From an optimization exercise on the open Yosys and OpenROAD flow, aimed at small area; shortcuts taken in it are not production practice. Only simulation tests tie the RTL to the original design; equivalence was not proved. Power is estimated from default activity; no workload was simulated.

## flow/design.v (module list and top-level ports; edited modules follow where they fit)
// module DivFreq: 13 lines
// module Cronometro: 38 lines
// module Barrido: 19 lines
// module Comparador: 78 lines
// module UART: 74 lines
// module PWM: 31 lines
// module BCDSSeg: 24 lines
// module LCD_Controller: 72 lines
// module LCD_TEXT: 107 lines
// module Reset_Delay: 19 lines
// module Pantalla: 145 lines
// module PantallaRom: 576 lines
// module Cambio: 26 lines
// module PILLOUT: 316 lines
module PILLOUT(clk,
					rst,
					filas,
					columnas,
					RX,
					TX,
					Servo1,
					Servo2,
					Bocina,
					HEX0,
					dis,
					LCD_RW, 
					LCD_EN, 
					LCD_RS, 
					LCD_DATA);
  // ...
==> flow/run.sh <==
#!/bin/bash
# synth_recipe.tcl (not shown) runs the flow's synth.tcl, then flattens the netlist and writes it again
# the make line also repeats each setting of config.mk as NAME=value (left out here)
make -C /OpenROAD-flow-scripts/flow DESIGN_CONFIG=/design/flow/config.mk WORK_HOME=/design/flow/orfs CLKGATE_MAP_FILE= SYNTH_SCRIPT=/design/flow/synth_recipe.tcl finish
==> flow/config.mk <==
export PLATFORM = sky130hd
export DESIGN_NAME = PILLOUT
export DESIGN_NICKNAME = PILLOUT
export VERILOG_FILES = /design/flow/design.v
export SDC_FILE = /design/flow/constraint.sdc
export NUM_CORES = 4
export LEC_CHECK = 0
export CAP_MARGIN = 20
export CORE_MARGIN = 2
export CORE_UTILIZATION = 45
export CTS_BUF_LIST = sky130_fd_sc_hd__clkbuf_16
export CTS_CLUSTER_DIAMETER = 100
export CTS_CLUSTER_SIZE = 20
export SLEW_MARGIN = 20
==> flow/constraint.sdc <==
create_clock -name core_clock -period 10.0 [get_ports {clk}]
set_input_delay 2.0000 -clock core_clock [delete_from_list [all_inputs] [get_ports {clk}]]
set_output_delay 2.0000 -clock core_clock [all_outputs]
set_load 0.01 [all_outputs]
==> run summary, run 1 <==
run status=no timing/DRC/antenna violations; GRT Overall Usage=0.330; Biggest register=rec_s; terminus of the critical flop-to-flop path=chg_q; met2 Resource Use GR=0.501; CP endpoint=chg_q; PwrDens=121 mW/mm^2; most common cell after layout, fill and taps aside=nor2_1; initial core utilization=0.455; antenna-violating nets left=0; initial antenna violation count=1; post-synthesis register bit count=444; crit path launch=num_i[3]; Die Span X=257 um; Post-Place Cells=3999; top-count cell post-synth=nor2_1; placed cell area=0.0296 sq mm; clk sinks=444; Via density=6.74; leading area contributor after synthesis=edfxtp_1; CTS hold repair buffers=0; Worst path depth=14; fraction of synthesized area in multiplexers=0.0151; Ports=34; arrival time worst endpoint=6.51 ns; RSZ-0062 raised after global routing=false; Die H=257 um; fill count=6096; ranking of synthesized cells by area=edfxtp_1, dfxtp_1, nor2_1
==> module Cambio, before the edit <==
module Cambio(chg, st_s, info_s, user_s, posi_s, posiH_s, in_s, val_s, tcarry,
              st_l, info_l, user_l, posi_l, posiH_l, in_l, val_l);
output chg;
input [2:0] st_s, st_l;
input [128:0] info_s, info_l;
input [1:0] user_s, user_l;
input [1:0] posi_s, posi_l;
input [2:0] posiH_s, posiH_l;
input in_s, in_l, val_s, val_l, tcarry;
wire [2:0] mark_s = in_s ? posiH_s : 3'd7;    
wire [2:0] mark_l = in_l ? posiH_l : 3'd7;
wire d_form = (posi_s != posi_l) || (mark_s != mark_l) || (val_s != val_l);
wire d_in   = in_s != in_l;
reg c;
always @(*) begin
	case(st_s)
	3'd0: c = tcarry;
	3'd1: c = d_form || (info_s[48:1] != info_l[48:1]);
	3'd2: c = d_form || (info_s[96:49] != info_l[96:49]);
	3'd3: c = d_in;
	3'd4: c = d_in;
	default: c = 1'b0;
	endcase
end
assign chg = (st_s != st_l) || c;
endmodule
==> module PILLOUT, before the edit <==
module PILLOUT(clk,
					rst,
					filas,
					columnas,
					RX,
					TX,
					Servo1,
					Servo2,
					Bocina,
					HEX0,
					dis,
					LCD_RW, 
					LCD_EN, 
					LCD_RS, 
					LCD_DATA);
input	clk;
input	rst;
input  [3:0]filas;
output [3:0]columnas;
input RX;
output TX;
output Servo1;
output Servo2;
output Bocina;
output dis;
output [6:0] HEX0;
output  [7:0] LCD_DATA;
output LCD_RW;
output LCD_EN;
output LCD_RS;
wire [4:0]num;
wire Done;
wire [15:0]tiempo;
wire tcarry;
wire DLY_RST;
wire clk_10k;
wire baud;
wire [2:0]cnt;
wire [31:0]tag;
wire done;
wire [1:0] LUT_LINE;
wire [4:0] LUT_COL;
wire [8:0] LUT_DATA;
wire chg;
assign Bocina = 1'b0;
assign dis    = 1'b0;
parameter MenuPrin 	 = 0;
parameter NewUser1 	 = 1;
parameter NewUser2 	 = 2;
parameter RFID1    	 = 3; 
parameter RFID2    	 = 4;
parameter Medicamento = 5;
function [116:0] pack(input [128:0] i);
	pack = {i[128:93], i[91:85], i[82:69], i[67:61], i[58:45], i[43:37], i[34:21], i[19:13], i[10:0]};
endfunction
function [128:0] unpack(input [116:0] p);
	unpack = {p[116:81], 1'b0, p[80:74], 2'b00, p[73:60], 1'b0, p[59:53], 2'b00,
	          p[52:39], 1'b0, p[38:32], 2'b00, p[31:18], 1'b0, p[17:11], 2'b00, p[10:0]};
endfunction
reg [2:0]state_s;
reg [1:0]posi_s;
reg [2:0]posiH_s;
reg in_s;
reg [8:0]contador_s;
reg RST_s;
reg [3:0]med_s;
reg [1:0]user_s;
reg validate_s;
reg [116:0] rec_s;
reg [3:0] used_s;
reg [31:0] tag0_s, tag1_s, tag2_s, tag3_s;
reg [4:0] num_i;
reg done_i;
reg rstd;
wire [128:0] info_show = unpack(rec_s);
wire [128:0] info_rd = {info_show[128] & (user_s != 2'h3), info_show[127:0]};
reg [514:0] Usuarios;
always @(*) begin
	Usuarios = 515'd0;
	Usuarios[0]       = used_s[0];
	Usuarios[128:97]  = tag0_s;
	Usuarios[129]     = used_s[1];
	Usuarios[257:226] = tag1_s;
	Usuarios[258]     = used_s[2];
	Usuarios[386:355] = tag2_s;
	Usuarios[387]     = used_s[3];
	Usuarios[514:483] = tag3_s;
end
reg [2:0]state;
reg [1:0]posi;
reg [2:0]posiH;
reg in;
reg [8:0]contador;
reg RST;
reg [3:0]med;
reg [128:0]info;
reg [1:0]user;
reg validate;
always @(*) begin
state = state_s;
posi = posi_s;
posiH = posiH_s;
in = in_s;
contador = contador_s;
RST = RST_s;
med = med_s;
user = user_s;
validate = validate_s;
if(state == 0) med = num_i;
info = info_rd;
case(state)
	MenuPrin:begin
					if(num_i == 5'h11) begin
						state = 1;
						info[0] = 1;  
					if(Usuarios[0]   == 0) begin user=2'h0; end
					else if(Usuarios[129] == 0) begin user=2'h1; end
					else if(Usuarios[258] == 0) begin user=2'h2; end
					else if(Usuarios[387] == 0) begin user=2'h3; end
					else state = 0;
					end
					if(num_i == 5'h12) begin state = 4; RST = 0; end
			end
	NewUser1:begin
				if(in == 0 && num_i == 5'h1B) begin
					state = 0; 
					posi = 0; 
					posiH = 0; 
					if( validate == 0)info = 0;
					else validate = 0;
				end
				if(in == 0)begin
					if(posi == 0 || (num_i == 5'h1C && posi == 2'b10)) posi = 2'b01;
					else if((num_i == 5'h1D && posi == 2'b01) || (num_i == 5'h1c && posi == 2'b11)) posi = 2'b10;
					else if(num_i == 5'h1D && posi == 2'b10) posi = 2'b11;
				end
				if((num_i == 5'h1A && (posi == 2'b01 || posi == 2'b10))|| in == 1)begin
				in = 1;
					if((num_i == 5'h1E && posiH == 3'b000) || (num_i == 5'h1F && posiH == 3'b010)) posiH = 3'b001;
					else if((num_i == 5'h1E && posiH == 3'b001) || (num_i == 5'h1F && posiH == 3'b011)) posiH = 3'b010;
					else if((num_i == 5'h1E && posiH == 3'b010) || (num_i == 5'h1F && posiH == 3'b100)) posiH = 3'b011;
					else if((num_i == 5'h1E && posiH == 3'b011) || (num_i == 5'h1F && posiH == 3'b101)) posiH = 3'b100;
					else if((num_i == 5'h1E && posiH == 3'b100)) posiH = 3'b101;			
					else if(num_i == 5'h1F && posiH == 3'b001) posiH = 3'b000;		
					if(posi == 2'b01 && num_i[4]==1'b1 && num_i[3:0] <= 4'h9)begin
						case(posiH)
							3'b000: info[4:1] = num_i[3:0];
							3'b001: info[8:5] = num_i[3:0];
							3'b010: if(num_i[3:0] < 4'h3 && info[16:13] < 4'h4)info[12:9] = num_i[3:0];
							3'b011: begin 
									  if(info[12:9] != 4'h2) info[16:13] = num_i[3:0];
										else if(num_i[3:0] < 4'h4) info[16:13] = num_i[3:0];
									  end
							3'b100: if(num_i[3:0] < 4'h6)info[20:17] = num_i[3:0];		
							3'b101: info[24:21] = num_i[3:0];				
						endcase						
					end
					if(posi == 2'b10 && num_i[4]==1'b1 && num_i[3:0] <= 4'h9)begin
					case(posiH)
						3'b000: info[28:25] = num_i[3:0];
						3'b001: info[32:29] = num_i[3:0];
						3'b010: if(num_i[3:0] < 4'h3 && info[40:37] < 4'h4)info[36:33] = num_i[3:0];
						3'b011: begin 
									if(info[36:33] != 4'h2) info[40:37] = num_i[3:0];
									else if(num_i[3:0] < 4'h4)info[40:37] = num_i[3:0];
								  end
						3'b100: if(num_i[3:0] < 4'h6)info[44:41] = num_i[3:0];
						3'b101: info[48:45] = num_i[3:0];				
					endcase
					end
					if(num_i == 5'h1B)begin in=0; posiH = 3'b000; end
				end	
				if(in == 0 && posi==2'b11 && num_i == 5'h1A)  begin state = 2; posi = 0; posiH = 0;end	
				end
	NewUser2:begin
				if(in == 0 && num_i == 5'h1B) begin
					state = 0; 
					posi = 0; 
					posiH = 0; 
					if( validate == 0)begin
					info = 0;
					end else validate = 0;
				end
				if(in ==	0)begin
					if(num_i == 5'h1C && posi == 2'b01) posi = 2'b00;
					if((num_i == 5'h1D && posi == 2'b00) || (num_i == 5'h1C && posi == 2'b10)) posi = 2'b01;
					else if((num_i == 5'h1D && posi == 2'b01) || (num_i == 5'h1c && posi == 2'b11)) posi = 2'b10;
					else if(num_i == 5'h1D && posi == 2'b10 && validate == 0) posi = 2'b11;
				end
				if((num_i == 5'h1A && (posi == 2'b01 || posi == 2'b10)) || in == 1)begin
				in = 1;
					if((num_i == 5'h1E && posiH == 3'b000) || (num_i == 5'h1F && posiH == 3'b010)) posiH = 3'b001;
					else if((num_i == 5'h1E && posiH == 3'b001) || (num_i == 5'h1F && posiH == 3'b011)) posiH = 3'b010;
					else if((num_i == 5'h1E && posiH == 3'b010) || (num_i == 5'h1F && posiH == 3'b100)) posiH = 3'b011;
					else if((num_i == 5'h1E && posiH == 3'b011) || (num_i == 5'h1F && posiH == 3'b101)) posiH = 3'b100;
					else if((num_i == 5'h1E && posiH == 3'b100)) posiH = 3'b101;			
					else if(num_i == 5'h1F && posiH == 3'b001) posiH = 3'b000;		
					if(posi == 2'b01 && num_i[4]==1'b1 && num_i[3:0] <= 4'h9)begin
						case(posiH)
							3'b000: info[52:49] = num_i[3:0];
							3'b001: info[56:53] = num_i[3:0];
							3'b010: if(num_i[3:0] < 4'h3 && info[64:61] < 4'h4)info[60:57] = num_i[3:0];
							3'b011: begin 
									  if(info[60:57] != 4'h2) info[64:61] = num_i[3:0];
										else if(num_i[3:0] < 4'h4) info[64:61] = num_i[3:0];
									  end
							3'b100: if(num_i[3:0] < 4'h6)info[68:65] = num_i[3:0];		
							3'b101: info[72:69] = num_i[3:0];				
						endcase
					end
					if(posi == 2'b10 && num_i[4]==1'b1 && num_i[3:0] <= 4'h9)begin
					case(posiH)
						3'b000: info[76:73] = num_i[3:0];
						3'b001: info[80:77] = num_i[3:0];
						3'b010: if(num_i[3:0] < 4'h3 && info[88:85] < 4'h4)info[84:81] = num_i[3:0];
						3'b011: begin 
									if(info[84:81] != 4'h2) info[88:85] = num_i[3:0];
									else if(num_i[3:0] < 4'h4)info[88:85] = num_i[3:0];
								  end
						3'b100: if(num_i[3:0] < 4'h6)info[92:89] = num_i[3:0];
						3'b101: info[96:93] = num_i[3:0];				
					endcase
					end
				end
				if(num_i == 5'h1B)begin in=0; posiH = 3'b000; end
				if(in == 0 && num_i == 5'h1A)begin
					if(posi==2'b11)begin
					state = 3; 
					RST = 0;
					end else if(posi == 2'b00) state = 1;
					posi = 0; posiH = 0;
				end
				end
	RFID1: 	begin
					RST = 1;
					if(num_i == 5'h1b) state = 2;					
					info[128:97] = tag[31:0];
					in = done_i;
						if(in == 1)begin
						contador = contador + 1;
							if(contador == 'd500) begin 
							state = 0; 
							contador = 0;
							in = 0;
							end
						end
				end
	RFID2:	begin
					RST = 1;
					if(num_i == 5'h1b) state = 0;	
					if(done_i)begin
						case(tag)
							Usuarios[128:97]:  begin user = 2'h0; state = 1; in = 0; validate = 1; info[128:97] = tag[31:0];end
							Usuarios[257:226]: begin user = 2'h1; state = 1; in = 0; validate = 1; info[128:97] = tag[31:0];end
							Usuarios[386:355]: begin user = 2'h2; state = 1; in = 0; validate = 1; info[128:97] = tag[31:0];end
							Usuarios[514:483]: begin user = 2'h3; state = 1; in = 0; validate = 1; info[128:97] = tag[31:0];end
							default: begin
								in = 1;
								RST = 0;
							end
						endcase
					end
				end
endcase
if(rstd) begin
state = 0;
posi = 0;
posiH = 0;
in = 0;
contador = 0;
RST = 1;
med = 0;
info = 0;
user = 0;
validate = 0;
end
end
wire chg_now;
always @(posedge clk) begin
	if(rst) rstd <= 1'b1;
	else if(clk_10k) rstd <= 1'b0;
	if(clk_10k) begin
		state_s <= state;
		posi_s <= posi;
		posiH_s <= posiH;
		in_s <= in;
		contador_s <= contador;
		RST_s <= RST;
		med_s <= med;
		user_s <= user;
		validate_s <= validate;
		num_i <= num;
		done_i <= done;
		rec_s <= pack(info);
		if(rstd || user == 2'h0) begin used_s[0] <= info[0]; tag0_s <= info[128:97]; end
		if(rstd || user == 2'h1) begin used_s[1] <= info[0]; tag1_s <= info[128:97]; end
		if(rstd || user == 2'h2) begin used_s[2] <= info[0]; tag2_s <= info[128:97]; end
		if(rstd || user == 2'h3) begin used_s[3] <= info[0]; tag3_s <= info[127:96]; end
	end
end
DivFreq 	div0 (clk, rst, cnt, clk_10k, baud);
Cronometro cronometro1(clk, rst, clk_10k, tiempo, tcarry);
Pantalla   dis1(LUT_LINE, LUT_COL, state_s, info_show[128:1], user_s, posi_s, posiH_s, in_s, validate_s, tiempo, LUT_DATA);
Cambio     cmb (chg_now, state_s, info_show, user_s, posi_s, posiH_s, in_s, validate_s, tcarry,
                state, info, user, posi, posiH, in, validate);
reg chg_q;
always @(posedge clk) chg_q <= clk_10k & chg_now;
assign chg = chg_q;
LCD_TEXT    LCD1(clk, DLY_RST & ~rst, LCD_DATA, LCD_RW, LCD_EN, LCD_RS, LUT_LINE, LUT_COL, LUT_DATA, Done);
Reset_Delay r0 (clk, rst, DLY_RST, Done, chg);
Barrido 	bar  (clk, rst, clk_10k, columnas);
Comparador  comp (clk, rst, clk_10k, filas, columnas, num);
UART RFID(clk, rst, baud, clk_10k, RX, TX, RST, tag, done);
PWM servos(clk, rst, cnt, Servo1, Servo2, med);
BCDSSeg sseg(num[3:0], HEX0);
endmodule
==> inputs of run 2 (changes only) <==
--- a/flow/design.v
+++ b/flow/design.v
@@ -1195,13 +1195,11 @@
   assign r7 = 1'b0;
 endmodule
-module Cambio(chg, st_s, info_s, user_s, posi_s, posiH_s, in_s, val_s, tcarry,
-              st_l, info_l, user_l, posi_l, posiH_l, in_l, val_l);
+module Cambio(chg, st_s, posi_s, posiH_s, in_s, val_s, tcarry, dchg,
+              st_l, posi_l, posiH_l, in_l, val_l);
 output chg;
 input [2:0] st_s, st_l;
-input [128:0] info_s, info_l;
-input [1:0] user_s, user_l;
 input [1:0] posi_s, posi_l;
 input [2:0] posiH_s, posiH_l;
-input in_s, in_l, val_s, val_l, tcarry;
+input in_s, in_l, val_s, val_l, tcarry, dchg;
 wire [2:0] mark_s = in_s ? posiH_s : 3'd7;    
 wire [2:0] mark_l = in_l ? posiH_l : 3'd7;
@@ -1212,6 +1210,6 @@
 	case(st_s)
 	3'd0: c = tcarry;
-	3'd1: c = d_form || (info_s[48:1] != info_l[48:1]);
-	3'd2: c = d_form || (info_s[96:49] != info_l[96:49]);
+	3'd1: c = d_form || dchg;
+	3'd2: c = d_form || dchg;
 	3'd3: c = d_in;
 	3'd4: c = d_in;
@@ -1309,4 +1307,5 @@
 	Usuarios[514:483] = tag3_s;
 end
+reg wr;    
 reg [2:0]state;
 reg [1:0]posi;
@@ -1320,4 +1319,5 @@
 reg validate;
 always @(*) begin
+wr = 1'b0;
 state = state_s;
 posi = posi_s;
@@ -1367,26 +1367,26 @@
 					if(posi == 2'b01 && num_i[4]==1'b1 && num_i[3:0] <= 4'h9)begin
 						case(posiH)
-							3'b000: info[4:1] = num_i[3:0];
-							3'b001: info[8:5] = num_i[3:0];
-							3'b010: if(num_i[3:0] < 4'h3 && info[16:13] < 4'h4)info[12:9] = num_i[3:0];
+							3'b000: begin info[4:1] = num_i[3:0]; wr = 1'b1; end
+							3'b001: begin info[8:5] = num_i[3:0]; wr = 1'b1; end
+							3'b010: if(num_i[3:0] < 4'h3 && info[16:13] < 4'h4)begin info[12:9] = num_i[3:0]; wr = 1'b1; end
 							3'b011: begin 
-									  if(info[12:9] != 4'h2) info[16:13] = num_i[3:0];
-										else if(num_i[3:0] < 4'h4) info[16:13] = num_i[3:0];
+									  if(info[12:9] != 4'h2) begin info[16:13] = num_i[3:0]; wr = 1'b1; end
+										else if(num_i[3:0] < 4'h4) begin info[16:13] = num_i[3:0]; wr = 1'b1; end
 									  end
-							3'b100: if(num_i[3:0] < 4'h6)info[20:17] = num_i[3:0];		
-							3'b101: info[24:21] = num_i[3:0];				
+							3'b100: if(num_i[3:0] < 4'h6)begin info[20:17] = num_i[3:0]; wr = 1'b1; end		
+							3'b101: begin info[24:21] = num_i[3:0]; wr = 1'b1; end				
 						endcase						
 					end
 					if(posi == 2'b10 && num_i[4]==1'b1 && num_i[3:0] <= 4'h9)begin
 					case(posiH)
-						3'b000: info[28:25] = num_i[3:0];
-						3'b001: info[32:29] = num_i[3:0];
-						3'b010: if(num_i[3:0] < 4'h3 && info[40:37] < 4'h4)info[36:33] = num_i[3:0];
+						3'b000: begin info[28:25] = num_i[3:0]; wr = 1'b1; end
+						3'b001: begin info[32:29] = num_i[3:0]; wr = 1'b1; end
+						3'b010: if(num_i[3:0] < 4'h3 && info[40:37] < 4'h4)begin info[36:33] = num_i[3:0]; wr = 1'b1; end
 						3'b011: begin 
-									if(info[36:33] != 4'h2) info[40:37] = num_i[3:0];
-									else if(num_i[3:0] < 4'h4)info[40:37] = num_i[3:0];
+									if(info[36:33] != 4'h2) begin info[40:37] = num_i[3:0]; wr = 1'b1; end
+									else if(num_i[3:0] < 4'h4)begin info[40:37] = num_i[3:0]; wr = 1'b1; end
 								  end
-						3'b100: if(num_i[3:0] < 4'h6)info[44:41] = num_i[3:0];
-						3'b101: info[48:45] = num_i[3:0];				
+						3'b100: if(num_i[3:0] < 4'h6)begin info[44:41] = num_i[3:0]; wr = 1'b1; end
+						3'b101: begin info[48:45] = num_i[3:0]; wr = 1'b1; end				
 					endcase
 					end
@@ -1420,26 +1420,26 @@
 					if(posi == 2'b01 && num_i[4]==1'b1 && num_i[3:0] <= 4'h9)begin
 						case(posiH)
-							3'b000: info[52:49] = num_i[3:0];
-							3'b001: info[56:53] = num_i[3:0];
-							3'b010: if(num_i[3:0] < 4'h3 && info[64:61] < 4'h4)info[60:57] = num_i[3:0];
+							3'b000: begin info[52:49] = num_i[3:0]; wr = 1'b1; end
+							3'b001: begin info[56:53] = num_i[3:0]; wr = 1'b1; end
+							3'b010: if(num_i[3:0] < 4'h3 && info[64:61] < 4'h4)begin info[60:57] = num_i[3:0]; wr = 1'b1; end
 							3'b011: begin 
-									  if(info[60:57] != 4'h2) info[64:61] = num_i[3:0];
-										else if(num_i[3:0] < 4'h4) info[64:61] = num_i[3:0];
+									  if(info[60:57] != 4'h2) begin info[64:61] = num_i[3:0]; wr = 1'b1; end
+										else if(num_i[3:0] < 4'h4) begin info[64:61] = num_i[3:0]; wr = 1'b1; end
 									  end
-							3'b100: if(num_i[3:0] < 4'h6)info[68:65] = num_i[3:0];		
-							3'b101: info[72:69] = num_i[3:0];				
+							3'b100: if(num_i[3:0] < 4'h6)begin info[68:65] = num_i[3:0]; wr = 1'b1; end		
+							3'b101: begin info[72:69] = num_i[3:0]; wr = 1'b1; end				
 						endcase
 					end
 					if(posi == 2'b10 && num_i[4]==1'b1 && num_i[3:0] <= 4'h9)begin
 					case(posiH)
-						3'b000: info[76:73] = num_i[3:0];
-						3'b001: info[80:77] = num_i[3:0];
-						3'b010: if(num_i[3:0] < 4'h3 && info[88:85] < 4'h4)info[84:81] = num_i[3:0];
+						3'b000: begin info[76:73] = num_i[3:0]; wr = 1'b1; end
+						3'b001: begin info[80:77] = num_i[3:0]; wr = 1'b1; end
+						3'b010: if(num_i[3:0] < 4'h3 && info[88:85] < 4'h4)begin info[84:81] = num_i[3:0]; wr = 1'b1; end
 						3'b011: begin 
-									if(info[84:81] != 4'h2) info[88:85] = num_i[3:0];
-									else if(num_i[3:0] < 4'h4)info[88:85] = num_i[3:0];
+									if(info[84:81] != 4'h2) begin info[88:85] = num_i[3:0]; wr = 1'b1; end
+									else if(num_i[3:0] < 4'h4)begin info[88:85] = num_i[3:0]; wr = 1'b1; end
 								  end
-						3'b100: if(num_i[3:0] < 4'h6)info[92:89] = num_i[3:0];
-						3'b101: info[96:93] = num_i[3:0];				
+						3'b100: if(num_i[3:0] < 4'h6)begin info[92:89] = num_i[3:0]; wr = 1'b1; end
+						3'b101: begin info[96:93] = num_i[3:0]; wr = 1'b1; end				
 					endcase
 					end
@@ -1499,4 +1499,36 @@
 end
 wire chg_now;
+wire [4:0] fk = (state_s == 3'd2 ? 5'd12 : 5'd0) + (posi_s == 2'd2 ? 5'd6 : 5'd0) + {2'b00, posiH_s};
+reg [3:0] old_dig;
+always @(*) begin
+	case(fk)
+	5'd0: old_dig = info_rd[4:1];
+	5'd1: old_dig = info_rd[8:5];
+	5'd2: old_dig = info_rd[12:9];
+	5'd3: old_dig = info_rd[16:13];
+	5'd4: old_dig = info_rd[20:17];
+	5'd5: old_dig = info_rd[24:21];
+	5'd6: old_dig = info_rd[28:25];
+	5'd7: old_dig = info_rd[32:29];
+	5'd8: old_dig = info_rd[36:33];
+	5'd9: old_dig = info_rd[40:37];
+	5'd10: old_dig = info_rd[44:41];
+	5'd11: old_dig = info_rd[48:45];
+	5'd12: old_dig = info_rd[52:49];
+	5'd13: old_dig = info_rd[56:53];
+	5'd14: old_dig = info_rd[60:57];
+	5'd15: old_dig = info_rd[64:61];
+	5'd16: old_dig = info_rd[68:65];
+	5'd17: old_dig = info_rd[72:69];
+	5'd18: old_dig = info_rd[76:73];
+	5'd19: old_dig = info_rd[80:77];
+	5'd20: old_dig = info_rd[84:81];
+	5'd21: old_dig = info_rd[88:85];
+	5'd22: old_dig = info_rd[92:89];
+	5'd23: old_dig = info_rd[96:93];
+	default: old_dig = 4'd0;
+	endcase
+end
+wire dchg = wr && (old_dig != num_i[3:0]);
 always @(posedge clk) begin
 	if(rst) rstd <= 1'b1;
@@ -1524,6 +1556,6 @@
 Cronometro cronometro1(clk, rst, clk_10k, tiempo, tcarry);
 Pantalla   dis1(LUT_LINE, LUT_COL, state_s, info_show[128:1], user_s, posi_s, posiH_s, in_s, validate_s, tiempo, LUT_DATA);
-Cambio     cmb (chg_now, state_s, info_show, user_s, posi_s, posiH_s, in_s, validate_s, tcarry,
-                state, info, user, posi, posiH, in, validate);
+Cambio     cmb (chg_now, state_s, posi_s, posiH_s, in_s, validate_s, tcarry, dchg,
+                state, posi, posiH, in, validate);
 reg chg_q;
 always @(posedge clk) chg_q <= clk_10k & chg_now;
==> run 2 against run 1 <==
  * First-iteration DRC count shrank 17%
  * Cell area shrank 5.3%
  * Worst hold slack gained 0.0014 ns
  * Total power shrank 7.5%
  * Setup slack lost 0.22 ns
  * Synthesized cell count shrank 7.2%
  * Clock power shrank 16%
  * Utilization shrank 0.57 points
  * Clock skew grew 0.0071 ns
==> run summary, run 2 <==
run status=no timing/DRC/antenna violations (unchanged); drt drc=0 (unchanged); post-synthesis register bit count=444 (unchanged); most frequent cells in the layout=nor2_1, edfxtp_1, nand2_1 (was nor2_1, nand2_1, edfxtp_1); setup tns final=0 ns (unchanged); CTS tree=built (unchanged); CTS resizes=0 (unchanged); # diodes=0 (was 1); vias in the first global route=23100 (was 25100); Setup Viol. Count Final=0 (unchanged); proportion of synthesized chip area in sequential cells=0.424 (was 0.407); Worst Tran Pin Value=1.07 ns (was 1.13 ns); Clk Latency, worst-skew pair=0.64 ns (was 0.60 ns); leading area contributor after synthesis=edfxtp_1 (unchanged); RSZ-0062 raised after global routing=false (unchanged); minimum clock period=6.30 ns (was 6.07 ns); root buf cell=clkbuf_16 (unchanged); Max transition margin=0.286 (was 0.246); ranking of synthesized cells by area=edfxtp_1, dfxtp_1, nor2_1 (unchanged); Ports=34 (unchanged); fin cells=3741 (was 4063); CTS hold repair buffers=0 (unchanged); GRT Overall Usage=0.283 (was 0.330); final net count=3022 (was 3270); top-count cell post-synth=nor2_1 (unchanged); Die H=252 um (was 257 um); Detailed Place HPWL=63400 um (was 79500 um); Synth async-reset ratio=0 (unchanged); global-route wire length before repair=141000 um (was 166000 um); die area=0.0633 sq mm (was 0.0659 sq mm); top_reg_cell synth=edfxtp_1 (unchanged); maximum root-to-sink buffer count=3 (unchanged); DR vias=24700 (was 27400); CORE AREA=0.0605 sq mm (was 0.0631 sq mm); endpoint type of the worst setup path=flip-flop (unchanged); Worst-path clk slew=0.09 ns (was 0.08 ns); Die Span X=252 um (was 257 um); antenna-violating nets left=0 (unchanged); Leak Pwr=0.00975 uW (was 0.0102 uW); Std-Cell Rows=90 (was 92); number of synthesized flops with an enable pin=281 (unchanged); drt pass-1 iters=10 (unchanged); Final Cycle Share=0.630 (was 0.607); share of the synthesized area in the top cell type=0.306 (was 0.294); Clock Skews=0.0559 ns (was 0.0488 ns); CTS Buf Count=28 (was 34); Yosys warning total=13 (unchanged); Largest register FFs=117 (unchanged); WL per Instance=24.6 um (was 27.7 um); initial DRC count=3270 (was 3959); Fmax=159 MHz (was 165 MHz); layout cells sized above 1=0.0575 (was 0.0641); port bufs=29 (unchanged); PwrDens=118 mW/mm^2 (was 121 mW/mm^2); Post-CTS Setup Bufs=0 (unchanged); initial core utilization=0.456 (was 0.455); final WL=91900 um (was 112000 um); largest net degree at the start of global routing=93 (was 73); Via density=6.61 (was 6.74); Synth Cell Area=0.0276 sq mm (was 0.0287 sq mm); arrival time worst endpoint=6.79 ns (was 6.51 ns); Post-Syn Area per Cell=8.99 sq um (was 8.69 sq um); H-Tree Depth=1 (was 2); max-cap viol count=0 (unchanged); total grt overflow=0 (unchanged); Hold/Removal Path Class=flip-flop to flip-flop (unchanged); Syn Inst Count=3066 (was 3305); fin. max-slew vios=0 (unchanged); worst setup path category=flip-flop to flip-flop (unchanged); CP startpoint kind=flip-flop (unchanged); initial antenna violation count=0 (was 1); post-synth cell types=110 (was 115); Commonest cells post-synth=nor2_1, edfxtp_1, nand2_1 (was nor2_1, nand2_1, edfxtp_1); VDD IR max=0.000163 V (was 0.000171 V); Area growth syn-to-layout=5.76% (was 7.15%); endpoints failing hold=0 (unchanged); most common cell after layout, fill and taps aside=nor2_1 (unchanged); Post-Place Cells=3690 (was 3999); critical path peak fanout=25 (was 21); required time of the critical path=10.49 ns (was 10.44 ns); Placer Congestion=0.944 (was 1.00); clk sinks=444 (unchanged); Biggest register=rec_s (unchanged)
-- run 2: worst paths after layout --
check                                     start  endpoint  slack (ns)  cells past startpoint
worst max-delay path                 state_s[1]     chg_q        3.70                     15
worst min-delay path            comp.numeros[4]  num_i[4]        0.44                      0
worst max register to register       state_s[1]     chg_q        3.70                     15
worst min register to register  comp.numeros[4]  num_i[4]        0.44                      0
-- run 2: routing by layer --
metal	up-vias	wire length, um	GRT usage
met3	178	8640	0.0333
met1	12000	37900	0.396
met5	-	0	0
li1	11200	-	-
met4	0	2980	0.0828
met2	1366	42400	0.459
-- run 2: kinds of logic after synthesis --
logic type	share of synthesized area
other	0.000136
xor gates and xnor gates	0.0610
muxes	0.0212
and+or+nand+nor	0.198
AOI/OAI and AO/OA	0.211
buffers and inverters	0.0486
DFF	0.424
adders and majority gates	0.0355
-- run 2: stage by stage --
step	hold WS (ns)	setup slack, ns	util	instance area, sq um	power, uW
after floorplan	0.408	4.43	-	27600	2180
after global placement	0.419	3.96	0.468	28300	2250
after detailed placement	0.418	3.89	0.468	28300	2250
after CTS	0.440	3.88	0.482	29200	3450
after global routing	0.444	3.40	0.482	29200	3540
final	0.438	3.70	0.482	29200	3430
-- run 2: layout make-up --
cell class / count / area [sq um]
multi-input cells: 2301 / 14600
fillers: 5744 / 31300
clock buffers: 29 / 726
inverters: 80 / 302
clock inverters: 22 / 153
well taps: 782 / 978
flip-flops and latches: 444 / 11700
repair buffers: 83 / 697
-- run 2: power breakdown --
part,switching (uW),internal [uW]
clock network,677,541
logic,156,65.6
registers,29.0,1960
total,861,2570
-- run 2: critical path, stage by stage, from the launching register on --
cell      delay, ns
edfxtp_1       0.84
or3b_2         0.82
inv_1          0.65
fa_1           0.53
ha_1           0.21
inv_1          0.06
fa_1           0.70
nor2_1         0.36
a221oi_1       0.37
a21oi_1        0.07
a311o_1        0.28
a211oi_1       0.36
xor2_1         0.19
nand4_1        0.24
a221oi_1       0.35
o22ai_1        0.13
==> module Comparador, before the edit <==
module Comparador(clk, rst, en, filas, columnas, numeros);
input [3:0]columnas;
input [3:0]filas;
input clk;
input rst;
input en;
output reg [4:0]numeros;
reg [4:0]shift_num;
reg env;
reg [6:0]delay;
reg [4:0] num;
reg       hit;
reg [4:0] sn;
reg [6:0] d;
reg       e;
always @(*) begin
	hit = 1'b1;
	num = 5'h00;
	case(columnas)
	4'b0001:
		case(filas)
		4'b0001: num = 5'h11;
		4'b0010: num = 5'h12;
		4'b0100: num = 5'h13;
		4'b1000: num = 5'h1A;
		default: hit = 1'b0;
		endcase
	4'b0010:
		case(filas)
		4'b0001: num = 5'h14;
		4'b0010: num = 5'h15;
		4'b0100: num = 5'h16;
		4'b1000: num = 5'h1B;
		default: hit = 1'b0;
		endcase
	4'b0100:
		case(filas)
		4'b0001: num = 5'h17;
		4'b0010: num = 5'h18;
		4'b0100: num = 5'h19;
		4'b1000: num = 5'h1C;
		default: hit = 1'b0;
		endcase
	4'b1000:
		case(filas)
		4'b0001: num = 5'h1F;
		4'b0010: num = 5'h10;
		4'b0100: num = 5'h1E;
		4'b1000: num = 5'h1D;
		default: hit = 1'b0;
		endcase
	default: hit = 1'b0;
	endcase
	sn = shift_num;
	d  = (delay == 7'd101) ? delay : delay + 7'd1;
	e  = 1'b0;
	if(hit && shift_num != num) begin
		sn = num;
		d  = 7'd0;
		e  = 1'b1;
	end
	if(d == 7'd100) sn = 5'h00;
end
always @(posedge clk)
begin
if(rst) begin
	shift_num <= 5'h00;
	env       <= 1'b0;
	delay     <= 7'd0;
	numeros   <= 5'h00;
end else if(en) begin
	numeros   <= env ? shift_num : 5'h00;
	shift_num <= sn;
	env       <= e;
	delay     <= d;
end
end
endmodule
==> module LCD_TEXT, before the edit <==
module    LCD_TEXT (  
                    iCLK,iRST_N,
                    LCD_DATA,LCD_RW,LCD_EN,LCD_RS,
						  LUT_LINE, LUT_COL, LUT_DATA, DONE);
output reg [1:0] LUT_LINE;
output reg [4:0] LUT_COL;
input [8:0] LUT_DATA;
input  iCLK,iRST_N;
output [7:0] LCD_DATA;
output LCD_RW,LCD_EN,LCD_RS;
output reg DONE;
reg [1:0]  mLCD_ST;
reg [5:0]  mDLY;
reg        mLCD_Start;
reg [7:0]  mLCD_DATA;
reg        mLCD_RS;
wire       mLCD_Done;
reg [1:0]  LUT_LINE_v;
reg [4:0]  LUT_COL_v;
reg [1:0]  mLCD_ST_v;
reg [5:0]  mDLY_v;
reg        mLCD_Start_v;
reg [7:0]  mLCD_DATA_v;
reg        mLCD_RS_v;
reg        DONE_v;
always@(posedge iCLK)
begin
    LUT_LINE_v   = LUT_LINE;
    LUT_COL_v    = LUT_COL;
    mLCD_ST_v    = mLCD_ST;
    mDLY_v       = mDLY;
    mLCD_Start_v = mLCD_Start;
    mLCD_DATA_v  = mLCD_DATA;
    mLCD_RS_v    = mLCD_RS;
    DONE_v       = DONE;
    if(!iRST_N)
    begin
        LUT_LINE_v   = 2'd3;
        LUT_COL_v    = 5'd20;
        mLCD_ST_v    = 0;
        mDLY_v       = 0;
        mLCD_Start_v = 0;
        mLCD_DATA_v  = 0;
        mLCD_RS_v    = 0;
        DONE_v = 0;
    end
    else
    begin
        if(LUT_COL_v != 5'd25)
        begin
            case(mLCD_ST_v)
            0:    begin
                    mLCD_DATA_v  = LUT_DATA[7:0];
                    mLCD_RS_v    = LUT_DATA[8];
                    mLCD_Start_v = 1;
                    mLCD_ST_v    = 1;
                end
            1:    begin
                    if(mLCD_Done)
                    begin
                    mLCD_Start_v = 0;
                    mLCD_ST_v    = 2;                   
                    end
                end
            2:    begin
                    if(mDLY_v < 6'h3E)  
                    mDLY_v = mDLY_v+1;
                    else
                    begin
                       mDLY_v    = 0;
                       mLCD_ST_v = 3;
                    end
                end
            3:    begin
                    if(LUT_COL_v == 5'd19 && LUT_LINE_v == 2'd3) LUT_COL_v = 5'd25;
                    else if(LUT_COL_v == 5'd19 || LUT_COL_v == 5'd24) begin
                        LUT_COL_v  = 5'd0;
                        LUT_LINE_v = LUT_LINE_v + 2'd1;
                    end
                    else LUT_COL_v = LUT_COL_v + 5'd1;
                    mLCD_ST_v    = 0;
                end
            endcase
        end
		  else DONE_v = 1;
    end
    LUT_LINE   <= LUT_LINE_v;
    LUT_COL    <= LUT_COL_v;
    mLCD_ST    <= mLCD_ST_v;
    mDLY       <= mDLY_v;
    mLCD_Start <= mLCD_Start_v;
    mLCD_DATA  <= mLCD_DATA_v;
    mLCD_RS    <= mLCD_RS_v;
    DONE       <= DONE_v;
end
LCD_Controller u0 (  
                   .iDATA(mLCD_DATA),
                   .iRS(mLCD_RS),
                   .iStart(mLCD_Start),
                   .oDone(mLCD_Done),
                   .iCLK(iCLK),
                   .iRST_N(iRST_N),
                   .LCD_DATA(LCD_DATA),
                   .LCD_RW(LCD_RW),
                   .LCD_EN(LCD_EN),
                   .LCD_RS(LCD_RS));
endmodule
==> inputs of run 3 (changes only) <==
--- a/flow/design.v
+++ b/flow/design.v
@@ -50,99 +50,34 @@
 end
 endmodule
-module Barrido(clk, rst, en, columnas);
-input clk;
-input rst;
-input en;
-output [3:0] columnas;
-reg [1:0] selector;
-reg       started;
-always @(posedge clk)
-begin
-if(rst) begin
-	selector <= 2'd0;
-	started  <= 1'b0;
-end else if(en) begin
-	selector <= selector + 2'd1;
-	started  <= 1'b1;
-end
-end
-assign columnas = started ? (4'b0001 << selector) : 4'b0000;
-endmodule
 module Comparador(clk, rst, en, filas, columnas, numeros);
-input [3:0]columnas;
-input [3:0]filas;
-input clk;
-input rst;
-input en;
-output reg [4:0]numeros;
-reg [4:0]shift_num;
-reg env;
-reg [6:0]delay;
-reg [4:0] num;
-reg       hit;
-reg [4:0] sn;
-reg [6:0] d;
-reg       e;
+input clk, rst, en; input [3:0] filas; output [3:0] columnas; output reg [4:0] numeros;
+reg [1:0] selector; reg started;
+assign columnas = started ? (4'b0001 << selector) : 4'b0000;
+reg [4:0] shift_num; reg env; reg [6:0] delay;
+wire one = (filas == 4'b0001) | (filas == 4'b0010) | (filas == 4'b0100) | (filas == 4'b1000);
+wire [1:0] row = {filas[3] | filas[2], filas[3] | filas[1]};
+reg [3:0] code;
 always @(*) begin
-	hit = 1'b1;
-	num = 5'h00;
-	case(columnas)
-	4'b0001:
-		case(filas)
-		4'b0001: num = 5'h11;
-		4'b0010: num = 5'h12;
-		4'b0100: num = 5'h13;
-		4'b1000: num = 5'h1A;
-		default: hit = 1'b0;
-		endcase
-	4'b0010:
-		case(filas)
-		4'b0001: num = 5'h14;
-		4'b0010: num = 5'h15;
-		4'b0100: num = 5'h16;
-		4'b1000: num = 5'h1B;
-		default: hit = 1'b0;
-		endcase
-	4'b0100:
-		case(filas)
-		4'b0001: num = 5'h17;
-		4'b0010: num = 5'h18;
-		4'b0100: num = 5'h19;
-		4'b1000: num = 5'h1C;
-		default: hit = 1'b0;
-		endcase
-	4'b1000:
-		case(filas)
-		4'b0001: num = 5'h1F;
-		4'b0010: num = 5'h10;
-		4'b0100: num = 5'h1E;
-		4'b1000: num = 5'h1D;
-		default: hit = 1'b0;
-		endcase
-	default: hit = 1'b0;
+	case({selector, row})
+	4'h0: code = 4'h1; 4'h1: code = 4'h2; 4'h2: code = 4'h3; 4'h3: code = 4'hA;
+	4'h4: code = 4'h4; 4'h5: code = 4'h5; 4'h6: code = 4'h6; 4'h7: code = 4'hB;
+	4'h8: code = 4'h7; 4'h9: code = 4'h8; 4'hA: code = 4'h9; 4'hB: code = 4'hC;
+	4'hC: code = 4'hF; 4'hD: code = 4'h0; 4'hE: code = 4'hE; default: code = 4'hD;
 	endcase
-	sn = shift_num;
-	d  = (delay == 7'd101) ? delay : delay + 7'd1;
-	e  = 1'b0;
-	if(hit && shift_num != num) begin
-		sn = num;
-		d  = 7'd0;
-		e  = 1'b1;
-	end
-	if(d == 7'd100) sn = 5'h00;
-end
-always @(posedge clk)
-begin
-if(rst) begin
-	shift_num <= 5'h00;
-	env       <= 1'b0;
-	delay     <= 7'd0;
-	numeros   <= 5'h00;
-end else if(en) begin
-	numeros   <= env ? shift_num : 5'h00;
-	shift_num <= sn;
-	env       <= e;
-	delay     <= d;
 end
+wire hit = started & one;
+wire newkey = hit && (shift_num != {1'b1, code});
+wire [6:0] d = newkey ? 7'd0 : (delay == 7'd101) ? delay : delay + 7'd1;
+always @(posedge clk) begin
+	if(rst) begin
+		selector <= 2'd0; started <= 1'b0;
+		shift_num <= 5'h00; env <= 1'b0; delay <= 7'd0; numeros <= 5'h00;
+	end else if(en) begin
+		selector <= selector + 2'd1; started <= 1'b1;
+		numeros   <= env ? shift_num : 5'h00;
+		env       <= newkey;
+		delay     <= d;
+		shift_num <= (d == 7'd100) ? 5'h00 : newkey ? {1'b1, code} : shift_num;
+	end
 end
 endmodule
@@ -276,80 +211,8 @@
 end
 endmodule
-module LCD_Controller (iDATA,iRS,iStart,oDone,iCLK,iRST_N,LCD_DATA,LCD_RW,LCD_EN,LCD_RS);
-input [7:0] iDATA;
-input       iRS,iStart;
-input       iCLK,iRST_N;
-output reg  oDone;
-output [7:0] LCD_DATA;
-output reg   LCD_EN;
-output       LCD_RW;
-output       LCD_RS;
-reg          Cont;
-reg [1:0]    ST;
-reg preStart,mStart;
-assign LCD_DATA= iDATA;
-assign LCD_RW= 1'b0;
-assign LCD_RS= iRS;
-reg oDone_v, LCD_EN_v, mStart_v, Cont_v;
-reg [1:0] ST_v;
-always@(posedge iCLK)
-begin
-    oDone_v  = oDone;
-    LCD_EN_v = LCD_EN;
-    mStart_v = mStart;
-    Cont_v   = Cont;
-    ST_v     = ST;
-    if(!iRST_N)
-    begin
-        oDone_v = 1'b0;
-        LCD_EN_v= 1'b0;
-        preStart<= 1'b0;
-        mStart_v  = 1'b0;
-        Cont_v    = 1'b0;
-        ST_v      = 2'd0;
-    end
-    else
-    begin
-        preStart <= iStart;
-        if({preStart,iStart}==2'b01)
-        begin
-            mStart_v =    1'b1;
-            oDone_v  =    1'b0;
-        end
-        if(mStart_v)
-        begin
-            case(ST_v)
-            2'd0:    ST_v = 2'd1;
-            2'd1:    begin
-                    LCD_EN_v = 1'b1;
-                    ST_v     = 2'd2;
-                end
-            2'd2:    begin
-                    if(!Cont_v)
-                    Cont_v  = 1'b1;
-                    else
-                    ST_v    = 2'd3;
-                end
-            2'd3:    begin
-                    LCD_EN_v  =    1'b0;
-                    mStart_v  =    1'b0;
-                    oDone_v   =    1'b1;
-                    Cont_v    =    1'b0;
-                    ST_v      =    2'd0;
-                end
-            endcase
-        end
-    end
-    oDone  <= oDone_v;
-    LCD_EN <= LCD_EN_v;
-    mStart <= mStart_v;
-    Cont   <= Cont_v;
-    ST     <= ST_v;
-end
-endmodule
 module    LCD_TEXT (  
                     iCLK,iRST_N,
                     LCD_DATA,LCD_RW,LCD_EN,LCD_RS,
-						  LUT_LINE, LUT_COL, LUT_DATA, DONE);
+                    LUT_LINE, LUT_COL, LUT_DATA, DONE);
 output reg [1:0] LUT_LINE;
 output reg [4:0] LUT_COL;
@@ -359,99 +222,46 @@
 output LCD_RW,LCD_EN,LCD_RS;
 output reg DONE;
-reg [1:0]  mLCD_ST;
-reg [5:0]  mDLY;
-reg        mLCD_Start;
+reg [6:0]  t;
 reg [7:0]  mLCD_DATA;
 reg        mLCD_RS;
-wire       mLCD_Done;
-reg [1:0]  LUT_LINE_v;
-reg [4:0]  LUT_COL_v;
-reg [1:0]  mLCD_ST_v;
-reg [5:0]  mDLY_v;
-reg        mLCD_Start_v;
-reg [7:0]  mLCD_DATA_v;
-reg        mLCD_RS_v;
-reg        DONE_v;
+wire first = (LUT_LINE == 2'd3) && (LUT_COL == 5'd20);
+wire last_clk = first ? (t == 7'd70) : (t == 7'd65);
+wire running = (LUT_COL != 5'd25);
+assign LCD_DATA = mLCD_DATA;
+assign LCD_RS   = mLCD_RS;
+assign LCD_RW   = 1'b0;
+assign LCD_EN   = (t >= 7'd3) && (t <= 7'd5);
 always@(posedge iCLK)
 begin
-    LUT_LINE_v   = LUT_LINE;
-    LUT_COL_v    = LUT_COL;
-    mLCD_ST_v    = mLCD_ST;
-    mDLY_v       = mDLY;
-    mLCD_Start_v = mLCD_Start;
-    mLCD_DATA_v  = mLCD_DATA;
-    mLCD_RS_v    = mLCD_RS;
-    DONE_v       = DONE;
     if(!iRST_N)
     begin
-        LUT_LINE_v   = 2'd3;
-        LUT_COL_v    = 5'd20;
-        mLCD_ST_v    = 0;
-        mDLY_v       = 0;
-        mLCD_Start_v = 0;
-        mLCD_DATA_v  = 0;
-        mLCD_RS_v    = 0;
-        DONE_v = 0;
+        LUT_LINE  <= 2'd3;
+        LUT_COL   <= 5'd20;
+        t         <= 7'd0;
+        mLCD_DATA <= 8'd0;
+        mLCD_RS   <= 1'b0;
+        DONE      <= 1'b0;
+    end
+    else if(!running) DONE <= 1'b1;
+    else if(t == 7'd0)
+    begin
+        mLCD_DATA <= LUT_DATA[7:0];
+        mLCD_RS   <= LUT_DATA[8];
+        t         <= 7'd1;
     end
-    else
+    else if(last_clk)
     begin
-        if(LUT_COL_v != 5'd25)
+        t <= 7'd0;
         begin
-            case(mLCD_ST_v)
-            0:    begin
-                    mLCD_DATA_v  = LUT_DATA[7:0];
-                    mLCD_RS_v    = LUT_DATA[8];
-                    mLCD_Start_v = 1;
-                    mLCD_ST_v    = 1;
-                end
-            1:    begin
-                    if(mLCD_Done)
-                    begin
-                    mLCD_Start_v = 0;
-                    mLCD_ST_v    = 2;                   
-                    end
-                end
-            2:    begin
-                    if(mDLY_v < 6'h3E)  
-                    mDLY_v = mDLY_v+1;
-                    else
-                    begin
-                       mDLY_v    = 0;
-                       mLCD_ST_v = 3;
-                    end
-                end
-            3:    begin
-                    if(LUT_COL_v == 5'd19 && LUT_LINE_v == 2'd3) LUT_COL_v = 5'd25;
-                    else if(LUT_COL_v == 5'd19 || LUT_COL_v == 5'd24) begin
-                        LUT_COL_v  = 5'd0;
-                        LUT_LINE_v = LUT_LINE_v + 2'd1;
-                    end
-                    else LUT_COL_v = LUT_COL_v + 5'd1;
-                    mLCD_ST_v    = 0;
-                end
-            endcase
+            if(LUT_COL == 5'd19 && LUT_LINE == 2'd3) LUT_COL <= 5'd25;
+            else if(LUT_COL == 5'd19 || LUT_COL == 5'd24) begin
+                LUT_COL  <= 5'd0;
+                LUT_LINE <= LUT_LINE + 2'd1;
+            end
+            else LUT_COL <= LUT_COL + 5'd1;
         end
-		  else DONE_v = 1;
     end
-    LUT_LINE   <= LUT_LINE_v;
-    LUT_COL    <= LUT_COL_v;
-    mLCD_ST    <= mLCD_ST_v;
-    mDLY       <= mDLY_v;
-    mLCD_Start <= mLCD_Start_v;
-    mLCD_DATA  <= mLCD_DATA_v;
-    mLCD_RS    <= mLCD_RS_v;
-    DONE       <= DONE_v;
-end
-LCD_Controller u0 (  
-                   .iDATA(mLCD_DATA),
-                   .iRS(mLCD_RS),
-                   .iStart(mLCD_Start),
-                   .oDone(mLCD_Done),
-                   .iCLK(iCLK),
-                   .iRST_N(iRST_N),
-                   .LCD_DATA(LCD_DATA),
-                   .LCD_RW(LCD_RW),
-                   .LCD_EN(LCD_EN),
-                   .LCD_RS(LCD_RS));
+    else t <= t + 7'd1;
+end
 endmodule
 module    Reset_Delay(iCLK, rst, oRESET, DONE, chg);
@@ -1308,4 +1118,7 @@
 end
 reg wr;    
+reg [23:0] we;    
+reg clr;          
+reg twr;          
 reg [2:0]state;
 reg [1:0]posi;
@@ -1320,4 +1133,7 @@
 always @(*) begin
 wr = 1'b0;
+we = 24'd0;
+clr = 1'b0;
+twr = 1'b0;
 state = state_s;
 posi = posi_s;
@@ -1349,5 +1165,5 @@
 					posi = 0; 
 					posiH = 0; 
-					if( validate == 0)info = 0;
+					if( validate == 0) begin info = 0; clr = 1'b1; end
 					else validate = 0;
 				end
@@ -1367,26 +1183,26 @@
 					if(posi == 2'b01 && num_i[4]==1'b1 && num_i[3:0] <= 4'h9)begin
 						case(posiH)
-							3'b000: begin info[4:1] = num_i[3:0]; wr = 1'b1; end
-							3'b001: begin info[8:5] = num_i[3:0]; wr = 1'b1; end
-							3'b010: if(num_i[3:0] < 4'h3 && info[16:13] < 4'h4)begin info[12:9] = num_i[3:0]; wr = 1'b1; end
+							3'b000: begin info[4:1] = num_i[3:0]; wr = 1'b1; we[0] = 1'b1; end
+							3'b001: begin info[8:5] = num_i[3:0]; wr = 1'b1; we[1] = 1'b1; end
+							3'b010: if(num_i[3:0] < 4'h3 && info[16:13] < 4'h4)begin info[12:9] = num_i[3:0]; wr = 1'b1; we[2] = 1'b1; end
 							3'b011: begin 
-									  if(info[12:9] != 4'h2) begin info[16:13] = num_i[3:0]; wr = 1'b1; end
-										else if(num_i[3:0] < 4'h4) begin info[16:13] = num_i[3:0]; wr = 1'b1; end
+									  if(info[12:9] != 4'h2) begin info[16:13] = num_i[3:0]; wr = 1'b1; we[3] = 1'b1; end
+										else if(num_i[3:0] < 4'h4) begin info[16:13] = num_i[3:0]; wr = 1'b1; we[3] = 1'b1; end
 									  end
-							3'b100: if(num_i[3:0] < 4'h6)begin info[20:17] = num_i[3:0]; wr = 1'b1; end		
-							3'b101: begin info[24:21] = num_i[3:0]; wr = 1'b1; end				
+							3'b100: if(num_i[3:0] < 4'h6)begin info[20:17] = num_i[3:0]; wr = 1'b1; we[4] = 1'b1; end		
+							3'b101: begin info[24:21] = num_i[3:0]; wr = 1'b1; we[5] = 1'b1; end				
 						endcase						
 					end
 					if(posi == 2'b10 && num_i[4]==1'b1 && num_i[3:0] <= 4'h9)begin
 					case(posiH)
-						3'b000: begin info[28:25] = num_i[3:0]; wr = 1'b1; end
-						3'b001: begin info[32:29] = num_i[3:0]; wr = 1'b1; end
-						3'b010: if(num_i[3:0] < 4'h3 && info[40:37] < 4'h4)begin info[36:33] = num_i[3:0]; wr = 1'b1; end
+						3'b000: begin info[28:25] = num_i[3:0]; wr = 1'b1; we[6] = 1'b1; end
+						3'b001: begin info[32:29] = num_i[3:0]; wr = 1'b1; we[7] = 1'b1; end
+						3'b010: if(num_i[3:0] < 4'h3 && info[40:37] < 4'h4)begin info[36:33] = num_i[3:0]; wr = 1'b1; we[8] = 1'b1; end
 						3'b011: begin 
-									if(info[36:33] != 4'h2) begin info[40:37] = num_i[3:0]; wr = 1'b1; end
-									else if(num_i[3:0] < 4'h4)begin info[40:37] = num_i[3:0]; wr = 1'b1; end
+									if(info[36:33] != 4'h2) begin info[40:37] = num_i[3:0]; wr = 1'b1; we[9] = 1'b1; end
+									else if(num_i[3:0] < 4'h4)begin info[40:37] = num_i[3:0]; wr = 1'b1; we[9] = 1'b1; end
 								  end
-						3'b100: if(num_i[3:0] < 4'h6)begin info[44:41] = num_i[3:0]; wr = 1'b1; end
-						3'b101: begin info[48:45] = num_i[3:0]; wr = 1'b1; end				
+						3'b100: if(num_i[3:0] < 4'h6)begin info[44:41] = num_i[3:0]; wr = 1'b1; we[10] = 1'b1; end
+						3'b101: begin info[48:45] = num_i[3:0]; wr = 1'b1; we[11] = 1'b1; end				
 					endcase
 					end
@@ -1401,5 +1217,5 @@
 					posiH = 0; 
 					if( validate == 0)begin
-					info = 0;
+					info = 0; clr = 1'b1;
 					end else validate = 0;
 				end
@@ -1420,26 +1236,26 @@
 					if(posi == 2'b01 && num_i[4]==1'b1 && num_i[3:0] <= 4'h9)begin
 						case(posiH)
-							3'b000: begin info[52:49] = num_i[3:0]; wr = 1'b1; end
-							3'b001: begin info[56:53] = num_i[3:0]; wr = 1'b1; end
-							3'b010: if(num_i[3:0] < 4'h3 && info[64:61] < 4'h4)begin info[60:57] = num_i[3:0]; wr = 1'b1; end
+							3'b000: begin info[52:49] = num_i[3:0]; wr = 1'b1; we[12] = 1'b1; end
+							3'b001: begin info[56:53] = num_i[3:0]; wr = 1'b1; we[13] = 1'b1; end
+							3'b010: if(num_i[3:0] < 4'h3 && info[64:61] < 4'h4)begin info[60:57] = num_i[3:0]; wr = 1'b1; we[14] = 1'b1; end
 							3'b011: begin 
-									  if(info[60:57] != 4'h2) begin info[64:61] = num_i[3:0]; wr = 1'b1; end
-										else if(num_i[3:0] < 4'h4) begin info[64:61] = num_i[3:0]; wr = 1'b1; end
+									  if(info[60:57] != 4'h2) begin info[64:61] = num_i[3:0]; wr = 1'b1; we[15] = 1'b1; end
+										else if(num_i[3:0] < 4'h4) begin info[64:61] = num_i[3:0]; wr = 1'b1; we[15] = 1'b1; end
 									  end
-							3'b100: if(num_i[3:0] < 4'h6)begin info[68:65] = num_i[3:0]; wr = 1'b1; end		
-							3'b101: begin info[72:69] = num_i[3:0]; wr = 1'b1; end				
+							3'b100: if(num_i[3:0] < 4'h6)begin info[68:65] = num_i[3:0]; wr = 1'b1; we[16] = 1'b1; end		
+							3'b101: begin info[72:69] = num_i[3:0]; wr = 1'b1; we[17] = 1'b1; end				
 						endcase
 					end
 					if(posi == 2'b10 && num_i[4]==1'b1 && num_i[3:0] <= 4'h9)begin
 					case(posiH)
-						3'b000: begin info[76:73] = num_i[3:0]; wr = 1'b1; end
-						3'b001: begin info[80:77] = num_i[3:0]; wr = 1'b1; end
-						3'b010: if(num_i[3:0] < 4'h3 && info[88:85] < 4'h4)begin info[84:81] = num_i[3:0]; wr = 1'b1; end
+						3'b000: begin info[76:73] = num_i[3:0]; wr = 1'b1; we[18] = 1'b1; end
+						3'b001: begin info[80:77] = num_i[3:0]; wr = 1'b1; we[19] = 1'b1; end
+						3'b010: if(num_i[3:0] < 4'h3 && info[88:85] < 4'h4)begin info[84:81] = num_i[3:0]; wr = 1'b1; we[20] = 1'b1; end
 						3'b011: begin 
-									if(info[84:81] != 4'h2) begin info[88:85] = num_i[3:0]; wr = 1'b1; end
-									else if(num_i[3:0] < 4'h4)begin info[88:85] = num_i[3:0]; wr = 1'b1; end
+									if(info[84:81] != 4'h2) begin info[88:85] = num_i[3:0]; wr = 1'b1; we[21] = 1'b1; end
+									else if(num_i[3:0] < 4'h4)begin info[88:85] = num_i[3:0]; wr = 1'b1; we[21] = 1'b1; end
 								  end
-						3'b100: if(num_i[3:0] < 4'h6)begin info[92:89] = num_i[3:0]; wr = 1'b1; end
-						3'b101: begin info[96:93] = num_i[3:0]; wr = 1'b1; end				
+						3'b100: if(num_i[3:0] < 4'h6)begin info[92:89] = num_i[3:0]; wr = 1'b1; we[22] = 1'b1; end
+						3'b101: begin info[96:93] = num_i[3:0]; wr = 1'b1; we[23] = 1'b1; end				
 					endcase
 					end
@@ -1457,5 +1273,5 @@
 					RST = 1;
 					if(num_i == 5'h1b) state = 2;					
-					info[128:97] = tag[31:0];
+					info[128:97] = tag[31:0]; twr = 1'b1;
 					in = done_i;
 						if(in == 1)begin
@@ -1473,8 +1289,8 @@
 					if(done_i)begin
 						case(tag)
-							Usuarios[128:97]:  begin user = 2'h0; state = 1; in = 0; validate = 1; info[128:97] = tag[31:0];end
-							Usuarios[257:226]: begin user = 2'h1; state = 1; in = 0; validate = 1; info[128:97] = tag[31:0];end
-							Usuarios[386:355]: begin user = 2'h2; state = 1; in = 0; validate = 1; info[128:97] = tag[31:0];end
-							Usuarios[514:483]: begin user = 2'h3; state = 1; in = 0; validate = 1; info[128:97] = tag[31:0];end
+							Usuarios[128:97]:  begin user = 2'h0; state = 1; in = 0; validate = 1; info[128:97] = tag[31:0]; twr = 1'b1;end
+							Usuarios[257:226]: begin user = 2'h1; state = 1; in = 0; validate = 1; info[128:97] = tag[31:0]; twr = 1'b1;end
+							Usuarios[386:355]: begin user = 2'h2; state = 1; in = 0; validate = 1; info[128:97] = tag[31:0]; twr = 1'b1;end
+							Usuarios[514:483]: begin user = 2'h3; state = 1; in = 0; validate = 1; info[128:97] = tag[31:0]; twr = 1'b1;end
 							default: begin
 								in = 1;
@@ -1499,4 +1315,25 @@
 end
 wire chg_now;
+reg [128:0] upd_en, upd_val;
+integer k;
+always @(*) begin
+	upd_en  = 129'd0;
+	upd_val = 129'd0;
+	upd_en[0]  = 1'b1;
+	upd_val[0] = info[0];
+	for (k = 0; k < 24; k = k + 1) begin
+		upd_en[4*k+1 +: 4]  = {4{we[k] | clr | rstd}};
+		upd_val[4*k+1 +: 4] = (we[k] & ~rstd) ? num_i[3:0] : 4'd0;
+	end
+	upd_en[128:97]  = {32{twr | clr | rstd}};
+	upd_val[128:97] = (twr & ~rstd) ? tag : 32'd0;
+	upd_en[128]     = twr | clr | rstd | (user_s == 2'h3);
+end
+wire [116:0] rec_en = pack(upd_en), rec_val = pack(upd_val);
+integer j;
+always @(posedge clk)
+	if(clk_10k)
+		for (j = 0; j < 117; j = j + 1)
+			if(rec_en[j]) rec_s[j] <= rec_val[j];
 wire [4:0] fk = (state_s == 3'd2 ? 5'd12 : 5'd0) + (posi_s == 2'd2 ? 5'd6 : 5'd0) + {2'b00, posiH_s};
 reg [3:0] old_dig;
@@ -1546,5 +1383,4 @@
 		num_i <= num;
 		done_i <= done;
-		rec_s <= pack(info);
 		if(rstd || user == 2'h0) begin used_s[0] <= info[0]; tag0_s <= info[128:97]; end
 		if(rstd || user == 2'h1) begin used_s[1] <= info[0]; tag1_s <= info[128:97]; end
@@ -1563,5 +1399,4 @@
 LCD_TEXT    LCD1(clk, DLY_RST & ~rst, LCD_DATA, LCD_RW, LCD_EN, LCD_RS, LUT_LINE, LUT_COL, LUT_DATA, Done);
 Reset_Delay r0 (clk, rst, DLY_RST, Done, chg);
-Barrido 	bar  (clk, rst, clk_10k, columnas);
 Comparador  comp (clk, rst, clk_10k, filas, columnas, num);
 UART RFID(clk, rst, baud, clk_10k, RX, TX, RST, tag, done);
==> run 3 against run 2 <==
  * Still clean on timing, DRC and antenna
  * Flip-flop and latch count shrank 9
  * Cell count shrank 4.3%
  * Maximum frequency rose by 4.7%
  * Worst hold slack improved by 0.0049 ns
  * Utilization grew 0.058 points
  * Via count decreased by 7.6%
  * Global-route usage is 0.42 points lower
  * Register-to-register slack gained 0.29 ns
  * Clock-buffer cell count is 2 lower
  * Cell area shrank 4.1%
  * Critical path type unchanged
  * Critical endpoint unchanged
==> run summary, run 3 <==
initial DRC count=3082 (was 3270); Synth Cell Area=0.0265 sq mm (was 0.0276 sq mm); most common cell after layout, fill and taps aside=nor2_1 (unchanged); hold path cells=1 (was 0); met1 WL=35900 um (was 37900 um); ranking of synthesized cells by area=edfxtp_1, dfxtp_1, nor2_1 (unchanged); RSZ-0062 raised after global routing=false (unchanged); r2r setup slk=3.99 ns (was 3.70 ns); global-route wire length before repair=132000 um (was 141000 um); clk sinks=435 (was 444); met3 wire length=7380 um (was 8640 um); die area=0.0609 sq mm (was 0.0633 sq mm); Fmax=166 MHz (was 159 MHz); terminus of the critical flop-to-flop path=chg_q (unchanged); CP max-delay cell=edfxtp_1 (unchanged); leading area contributor after synthesis=edfxtp_1 (unchanged); total grt overflow=0 (unchanged); Commonest cells post-synth=nor2_1, edfxtp_1, nand2_1 (unchanged); arrival time worst endpoint=6.49 ns (was 6.79 ns); CORE AREA=0.0579 sq mm (was 0.0605 sq mm); max-cap viol count=0 (unchanged); Worst Tran Pin Value=1.11 ns (was 1.07 ns); Syn Inst Count=2925 (was 3066); CTS hold repair buffers=0 (unchanged); CP endpoint=chg_q (unchanged); # diodes=0 (unchanged); initial antenna violation count=0 (unchanged); Largest stage delay, worst path=0.99 ns (was 0.84 ns); Clk Latency, worst-skew pair=0.61 ns (was 0.64 ns); required time of the critical path=10.48 ns (was 10.49 ns); Largest register FFs=117 (unchanged); CTS tree=built (unchanged); endpoints failing hold=0 (unchanged); crit path launch=state_s[0] (was state_s[1]); H-Tree Depth=1 (unchanged); layout cells sized above 1=0.0508 (was 0.0575); antenna-violating nets left=0 (unchanged); metal2 WL=38900 um (was 42400 um); number of synthesized flops with an enable pin=281 (unchanged); worst reg2reg path depth=17 (was 15); Biggest register=rec_s (unchanged); Worst-path clk slew=0.10 ns (was 0.09 ns); Ports=34 (unchanged); worst hold path startpoint=div0.cnt[0] (was comp.numeros[4]); PwrDens=117 mW/mm^2 (was 118 mW/mm^2); critical path peak fanout=31 (was 25); uppermost layer routed=met4 (unchanged); drt pass-1 iters=9 (was 10); CTS Buf Count=26 (was 28); top_reg_cell synth=edfxtp_1 (unchanged); drt drc=0 (unchanged); post-synth cell types=110 (unchanged); Synth async-reset ratio=0 (unchanged); Leak Pwr=0.00954 uW (was 0.00975 uW); WL per Instance=23.8 um (was 24.6 um); port bufs=29 (unchanged); area of the multi-input gates=0.0137 sq mm (was 0.0146 sq mm); CP dominant cell by count=inv_1; Detailed Place HPWL=59900 um (was 63400 um); share of the synthesized area in the top cell type=0.318 (was 0.306); Die Span X=247 um (was 252 um); DR vias=22800 (was 24700); GRT Overall Usage=0.278 (was 0.283); CP startpoint kind=flip-flop (unchanged); proportion of synthesized chip area in sequential cells=0.435 (was 0.424); hold slack final=0.443 ns (was 0.438 ns); maximum root-to-sink buffer count=3 (unchanged); Hold/Removal Path Class=flip-flop to flip-flop (unchanged); minimum clock period=6.01 ns (was 6.30 ns); Seq. cell area=0.0115 sq mm (was 0.0117 sq mm); Yosys warning total=11 (was 13); Tot Pwr=3280 uW (was 3430 uW); fill count=5524 (was 5744); Placer Congestion=0.978 (was 0.944); Std-Cell Rows=88 (was 90); Post-Syn Area per Cell=9.06 sq um (was 8.99 sq um); initial core utilization=0.458 (was 0.456); VDD IR max=0.000115 V (was 0.000163 V); Post-CTS Setup Bufs=0 (unchanged); final WL=85300 um (was 91900 um); run status=no timing/DRC/antenna violations (unchanged); Die H=247 um (was 252 um); endpoint type of the worst setup path=flip-flop (unchanged); Max transition margin=0.257 (was 0.286); critical path, cell by cell=inv_1 -> nand2_1 -> inv_1 -> fa_1 -> ha_1 -> inv_1 -> fa_1 -> nor2b_1 -> and2_1 -> nand2_1 -> o21ai_0 -> a22oi_1 -> o211ai_1 -> xnor2_1 -> nand4_1 -> a211oi_1 -> a21oi_1 (was or3b_2 -> inv_1 -> fa_1 -> ha_1 -> inv_1 -> fa_1 -> nor2_1 -> a221oi_1 -> a21oi_1 -> a311o_1 -> a211oi_1 -> xor2_1 -> nand4_1 -> a221oi_1 -> o22ai_1); CTS resizes=0 (unchanged); top-count cell post-synth=nor2_1 (unchanged); setup tns final=0 ns (unchanged); Setup Viol. Count Final=0 (unchanged); post-synthesis register bit count=435 (was 444); largest net degree at the start of global routing=66 (was 93); Final Cycle Share=0.601 (was 0.630); Area growth syn-to-layout=5.48% (was 5.76%); R2R Path Start=state_s[0] (was state_s[1]); fin. max-slew vios=0 (unchanged); most frequent cells in the layout=nor2_1, edfxtp_1, nand2_1 (unchanged); Clock Skews=0.0231 ns (was 0.0559 ns); root buf cell=clkbuf_16 (unchanged); final net count=2874 (was 3022); vias in the first global route=21700 (was 23100); worst setup path category=flip-flop to flip-flop (unchanged); Via density=6.38 (was 6.61)
==> run 3: area by class of cell <==
cell class,instances,area share
clock inverters,21,0.00421
clock buffers,27,0.0242
well taps,765,0.0342
multi-input cells,2181,0.491
flip-flops and latches,435,0.412
inverters,73,0.00980
repair buffers,77,0.0246
==> run 3: stage by stage <==
stage,setup slack (ns),instance area (sq um),instances,util
finish,3.99,28000,3579,0.483
global route,3.52,28000,3579,0.483
CTS,4.11,27900,3578,0.482
detailed placement,4.17,27100,3530,0.469
global placement,4.27,27100,3529,0.468
floorplan,5.47,26500,2928,-
==> run 3: how the worst min path moves through the flow <==
stage | end | slack [ns]
4_1_cts | num_i[3] | 0.45
6_report | div0.cnt[0] | 0.44
2_1_floorplan | div0.cnt[0] | 0.40
5_1_grt | num_i[1] | 0.46
3_3_place_gp | div0.cnt[0] | 0.41
3_5_place_dp | num_i[3] | 0.43
==> run 3: worst max-delay path: cells and delay by family, from the launching register on <==
family	cells	cell delay [ns]
xor gates and xnor gates	1	0.15
AOI/OAI and AO/OA	5	0.81
adders and majority gates	3	1.70
DFF	1	0.99
and+or+nand+nor	5	1.55
buffers and inverters	3	0.65
==> run 3: report_power, final <==
part	leakage [uW]	switching, uW	internal, uW
sequential	0.00390	25.2	1930
combinational	0.00519	143	64.3
clock	0.000450	624	497
total	0.00954	793	2490
==> run 3: metal layers <==
metal / up-vias / track usage
met3: 193 / 0.0429
met5: - / 0
met2: 1195 / 0.445
met4: 0 / 0.0918
li1: 10500 / -
met1: 11000 / 0.386
==> run 3: cells by family after synthesis <==
kind of cell	synth area share
AOI/OAI and AO/OA	0.193
xor gates and xnor gates	0.0621
adders and majority gates	0.0354
buffers and inverters	0.0503
DFF	0.435
muxes	0.0188
other	0.000141
and+or+nand+nor	0.206

==> separate check: timing with driven ports <==
The results above use ideal ports. As a check the final layouts listed here were re-extracted and re-timed, cells and wires unchanged.
Step 1 (the two cells are an assumption about what drives the block):
set clk [get_ports {clk}]
set_driving_cell -lib_cell sky130_fd_sc_hd__clkbuf_16 $clk
set_driving_cell -lib_cell sky130_fd_sc_hd__buf_2 [delete_from_list [all_inputs] $clk]
Step 2 moves the port delays by t, midway between the first and last clock arrival at a register: inputs arrive t later, outputs are due t later. That takes back most of the time a late clock gives input paths.
a / b / c = no drivers / after step 1 / after step 2; a / b = the first two.
| run | t (ns) | setup slack, ns | worst hold slack (ns) | worst setup path at the end | cell pins on the clock port's net |
|---|---|---|---|---|---|
| run 1 | 0.649 | 3.926 / 3.926 / 3.926 | 0.437 / 0.437 / 0.437 | register to register | 1 |
| run 2 | 0.677 | 3.703 / 3.703 / 3.703 | 0.438 / 0.438 / 0.438 | register to register | 1 |
| run 3 | 0.663 | 3.989 / 3.989 / 3.989 | 0.443 / 0.443 / 0.443 | register to register | 1 |
After both steps setup and hold are still met in every run listed.
